This is an optimization exercise on Yosys and OpenROAD, whose aim is small area, not a production implementation. Only simulation tests tie the RTL to the original design; equivalence was not proved. No activity file was given, so power comes from the tool's default toggle rates.

==> flow/design.v <==
`timescale 1ns / 1ps
module bcd(broj, desetice, jedinice);
   input  [7:0] broj;
   output [3:0] desetice;
   output [3:0] jedinice;
   function [3:0] add3;                                     
      input [3:0] x;
      add3 = (x >= 4'd5) ? x + 4'd3 : x;
   endfunction
   wire [3:0] u1 = add3({1'b0, broj[7:5]});
   wire [3:0] u2 = add3({u1[2:0], broj[4]});
   wire [3:0] u3 = add3({u2[2:0], broj[3]});
   wire [3:0] u4 = add3({u3[2:0], broj[2]});
   wire [3:0] u5 = add3({u4[2:0], broj[1]});
   wire [3:0] t1 = add3({1'b0, u1[3], u2[3], u3[3]});
   wire [3:0] t2 = add3({t1[2:0], u4[3]});
   assign desetice = {t2[2:0], u5[3]};
   assign jedinice = {u5[2:0], broj[0]};
endmodule
`timescale 1ns / 1ps
module kosarka(
      input clk,                                            
      input rst,                                            
      input b0,b1,b2,b3,                                    
      input p0,p1,p2,                                       
      output a,b,c,d,e,f,g,dp,                              
      output [3:0] an                                       
    );
reg [4:0] brojac;                                           
reg       faza;                                             
reg [1:0] poz;                                              
reg [2:0] m5;                                               
reg [5:0] sek;                                              
reg [7:0] min;                                              
reg [7:0] rezulA, rezulB;                                   
reg stop;
reg [3:0] stanje;                                           
reg [3:0] displej;                                          
reg [3:0] prikaz;                                           
wire z     = (brojac == 5'd0);
wire tickD = z & faza;                                      
wire tickV = z & ~faza & poz[1] & poz[0] & ~m5[2] & ~m5[0];  
wire [7:0] v = p2 ? (poz[0] ? rezulA : rezulB)
                  : (poz[0] ? min : {2'b00, sek});
wire [3:0] vdes, vjed;
bcd konv(v, vdes, vjed);
wire [3:0] cifra_n = (poz[1] ^ poz[0]) ? vjed : vdes;
wire [3:0] tast = {b3, b2, b1, b0};
wire [3:0] akt  = stanje & ~tast;
wire [2:0] delta = {1'b0, akt[1], akt[1]} + {1'b0, akt[2], 1'b0} + {2'b00, akt[3]};
wire [7:0] rsel  = p1 ? rezulA : rezulB;
wire [7:0] rnov  = p0 ? rsel - {5'd0, delta} : rsel + {5'd0, delta};
wire kraj = (min == 8'd0) && (sek == 6'd0);
always @(posedge clk)
   begin
      if (rst)
      begin
         brojac <= 5'd0; faza <= 1'b0;
         poz <= 2'b00; m5 <= 3'b000;
         min <= 8'd40; sek <= 6'd0;
         rezulA <= 8'd0; rezulB <= 8'd0;
         stop <= 1'b1;
         stanje <= 4'b0000;
         displej <= 4'd6;
         prikaz <= 4'd8;
      end
      else
      begin
         brojac <= z ? 5'd24 : brojac - 5'd1;
         faza <= faza ^ z;
         prikaz <= displej;
         if (tickV & ~stop)
         begin
            if (sek == 6'd0)
            begin
               sek <= 6'd59;
               min <= min - 8'd1;
            end
            else
               sek <= sek - 6'd1;
         end
         if (tickD)
         begin
            poz <= {poz[0], ~poz[1]};
            m5 <= {m5[1], m5[0], ~(m5[2] | m5[1])};
            displej <= cifra_n;
            stanje <= tast;
            stop <= (stop | kraj) ^ akt[0];
            if (p1) rezulA <= rnov; else rezulB <= rnov;
         end
      end
   end
assign an = {~poz[1] | poz[0], ~(poz[1] & poz[0]), poz[1] | ~poz[0], poz[1] | poz[0]};
wire [6:0] s_seg = (prikaz == 4'd1) ? 7'b1111001 :
                   (prikaz == 4'd2) ? 7'b0100100 :
                   (prikaz == 4'd3) ? 7'b0110000 :
                   (prikaz == 4'd4) ? 7'b0011001 :
                   (prikaz == 4'd5) ? 7'b0010010 :
                   (prikaz == 4'd6) ? 7'b0000010 :
                   (prikaz == 4'd7) ? 7'b1111000 :
                   (prikaz == 4'd8) ? 7'b0000000 :
                   (prikaz == 4'd9) ? 7'b0010000 :
                                      7'b1000000;
assign {g, f, e, d, c, b, a} = s_seg;
assign dp = 1'b1;
endmodule
export LEC_CHECK = 0
export ABC_AREA = 1
export CAP_MARGIN = 20
export CORE_MARGIN = 2
export CORE_UTILIZATION = 75
export GPL_TIMING_DRIVEN = 0
export SLEW_MARGIN = 20
create_clock -name core_clock -period 10.0 [get_ports {clk}]
standard.sh (not shown) runs the stock make flow with config.mk's settings and CLKGATE_MAP_FILE= SYNTH_SCRIPT=/design/flow/synth_recipe.tcl, a recipe that flattens the netlist after the stock synthesis.
==> flow/flow/run.sh <==
#!/bin/bash
# Own flow: the standard layout (standard.sh) with two synthesis changes
# that only change how the combinational logic is mapped; the registers come
# out of synthesis exactly as in the standard synthesis:
#  - adders are not extracted into full/half-adder cells (left to abc),
#  - abc maps for area (flow/area.abc) instead of with ORFS's delay script.
# Port buffers are buf_1, and the clock tree is one clkbuf_8 cluster without
# dummy loads (CTS_ARGS). Logs: flow.log here, per-step logs in orfs/logs.
set -euo pipefail
W=$(pwd)
F=$W/flow
export CTS="-sink_clustering_enable -repair_clock_nets -sink_clustering_size 64 -sink_clustering_max_diameter 200 -buf_list sky130_fd_sc_hd__clkbuf_8 -root_buf sky130_fd_sc_hd__clkbuf_8 -dont_use_dummy_load"
{
  head -n 1 synth_recipe.tcl
  echo 'set ::env(ADDER_MAP_FILE) ""'
  echo 'proc abc {args} {'
  echo '  set i [lsearch -exact $args -script]'
  echo "  if {\$i >= 0} { lset args [expr {\$i + 1}] $F/area.abc }"
  echo '  yosys abc {*}$args'
  echo '}'
  tail -n +2 synth_recipe.tcl
} > my_synth.tcl
sed -e 's|synth_recipe\.tcl|my_synth.tcl|' \
    -e 's|"\${@:-finish}"|BUFFER_PORTS_ARGS="-buffer_cell sky130_fd_sc_hd__buf_1" CTS_ARGS="$CTS" "${@:-finish}"|' \
    standard.sh > my_standard.sh
grep -q my_synth.tcl my_standard.sh
grep -q BUFFER_PORTS_ARGS my_standard.sh
bash my_standard.sh > flow.log 2>&1
==> flow/flow/area.abc <==
strash; dch -f; amap; mfs2; strash; dch -f; amap; mfs2; strash; dch -f; amap
Then changed:
==> flow/flow/area.abc (replaced) <==
strash; dch -f; amap; mfs2; strash; dch -f; amap
Settings changed: CORE_UTILIZATION 75 to 85, GPL_TIMING_DRIVEN 0 to not set.
This time the run never finished: it broke off in global placement without I/O (3_1_place_gp_skip_io) (GPL-0301).
Synthesized cell count shrinks by 1.3%.
Synthesized area is higher by 0.69%.
Then changed:
==> flow/run.sh (new file) <==
#!/bin/bash
# synth_recipe.tcl (not shown) runs the flow's synth.tcl, then flattens the netlist and writes it again
# the make line also repeats each setting of config.mk as NAME=value (left out here)
make -C /OpenROAD-flow-scripts/flow DESIGN_CONFIG=/design/flow/config.mk WORK_HOME=/design/flow/orfs CLKGATE_MAP_FILE= SYNTH_SCRIPT=/design/flow/synth_recipe.tcl finish
Settings changed: CORE_UTILIZATION 85 to 70.
removed: flow/flow/run.sh
removed: flow/flow/area.abc
removed: flow/standard.sh
The new run finished with timing, DRC and antenna clean.
Synthesized area grows by well over a third.
Synthesized cell count grows by well over a third.
Then changed:
==> flow/flow/run.sh (new file) <==
#!/bin/bash
# Own flow: the standard layout (standard.sh) with two synthesis changes
# that only change how the combinational logic is mapped; the registers come
# out of synthesis exactly as in the standard synthesis:
#  - adders are not extracted into full/half-adder cells (left to abc),
#  - abc maps for area (flow/area.abc) instead of with ORFS's delay script.
# Port buffers are buf_1, and the clock tree is one clkbuf_8 cluster without
# dummy loads (CTS_ARGS). Logs: flow.log here, per-step logs in orfs/logs.
set -euo pipefail
W=$(pwd)
F=$W/flow
export CTS="-sink_clustering_enable -repair_clock_nets -sink_clustering_size 64 -sink_clustering_max_diameter 200 -buf_list sky130_fd_sc_hd__clkbuf_8 -root_buf sky130_fd_sc_hd__clkbuf_8 -dont_use_dummy_load"
{
  head -n 1 synth_recipe.tcl
  echo 'set ::env(ADDER_MAP_FILE) ""'
  echo 'proc abc {args} {'
  echo '  set i [lsearch -exact $args -script]'
  echo "  if {\$i >= 0} { lset args [expr {\$i + 1}] $F/area.abc }"
  echo '  yosys abc {*}$args'
  echo '}'
  tail -n +2 synth_recipe.tcl
} > my_synth.tcl
sed -e 's|synth_recipe\.tcl|my_synth.tcl|' \
    -e 's|"\${@:-finish}"|BUFFER_PORTS_ARGS="-buffer_cell sky130_fd_sc_hd__buf_1" CTS_ARGS="$CTS" "${@:-finish}"|' \
    standard.sh > my_standard.sh
grep -q my_synth.tcl my_standard.sh
grep -q BUFFER_PORTS_ARGS my_standard.sh
bash my_standard.sh > flow.log 2>&1
==> flow/flow/area.abc (new file) <==
strash; dch -f; amap; mfs2; strash; dch -f; amap
==> flow/standard.sh (new file) <==
#!/bin/bash
# synth_recipe.tcl (not shown) runs the flow's synth.tcl, then flattens the netlist and writes it again
# the make line also repeats each setting of config.mk as NAME=value (left out here)
make -C /OpenROAD-flow-scripts/flow DESIGN_CONFIG=/design/flow/config.mk WORK_HOME=/design/flow/orfs CLKGATE_MAP_FILE= SYNTH_SCRIPT=/design/flow/synth_recipe.tcl "${@:-finish}"
removed: flow/run.sh
Result: Flip-flop and latch count is unchanged; die area is lower by 29%; power went down by 12%; non-clock buffer count grows by 1; cell area falls by 30%; worst hold slack improved by 6.7 ps; worst setup slack got worse by 110 ps; maximum frequency went down by 1.6%; final cell count fell by 31%.
Then changed:
==> flow/flow/run.sh (replaced) <==
#!/bin/bash
# Own flow: the standard layout (standard.sh) with two synthesis changes
# that only change how the combinational logic is mapped; the registers come
# out of synthesis exactly as in the standard synthesis:
#  - adders are not extracted into full/half-adder cells (left to abc),
#  - abc maps for area (flow/area.abc) instead of with ORFS's delay script.
# Port buffers are buf_1. Logs: flow.log here, per-step logs in orfs/logs.
set -euo pipefail
W=$(pwd)
F=$W/flow
{
  head -n 1 synth_recipe.tcl
  echo 'set ::env(ADDER_MAP_FILE) ""'
  echo 'proc abc {args} {'
  echo '  set i [lsearch -exact $args -script]'
  echo "  if {\$i >= 0} { lset args [expr {\$i + 1}] $F/area.abc }"
  echo '  yosys abc {*}$args'
  echo '}'
  tail -n +2 synth_recipe.tcl
} > my_synth.tcl
sed -e 's|synth_recipe\.tcl|my_synth.tcl|' \
    -e 's|"\${@:-finish}"|BUFFER_PORTS_ARGS="-buffer_cell sky130_fd_sc_hd__buf_1" "${@:-finish}"|' \
    standard.sh > my_standard.sh
grep -q my_synth.tcl my_standard.sh
grep -q BUFFER_PORTS_ARGS my_standard.sh
bash my_standard.sh > flow.log 2>&1
What happened:
- cell area is higher by 0.77%
- routed wire length grows by 1.1%
- area after synthesis stays the same
- clock power grows by about 10%
- fmax barely changes

[re-timing with driven ports]
The flow's constraints put no driver on any port. The routed layouts listed below were extracted and timed again, unchanged, in two steps.
Step 1: set_driving_cell puts a clkbuf_16 on clk and a buf_2 on each other input, an assumption about the parent block.
Step 2 adds t to the input delays and takes it off the output delays; t is the mean of the earliest and latest rising clock arrival at the registers after step 1. Input paths then give back, and output paths get back, about the clock's delay inside the block.
Three values: ideal ports, drivers, drivers and shift; two values: the first two.
run	t, ns	setup slack, ns	clock arrival spread, ns	worst slew at a driven data input, ns
the first run	0.325	3.283 / 3.290 / 2.965	0.012 / 0.012	0.03
the third run	0.336	3.024 / 3.032 / 2.697	0.005 / 0.005	0.04
the fourth run	0.328	2.912 / 2.907 / 2.580	0.009 / 0.009	0.03
the fifth run	0.335	2.915 / 2.910 / 2.575	0.007 / 0.007	0.03
After both steps setup and hold are still met in every run listed. The setup slack of the fifth run, which loses most, moves by -0.005 ns with the drivers and by -0.340 ns with both steps.
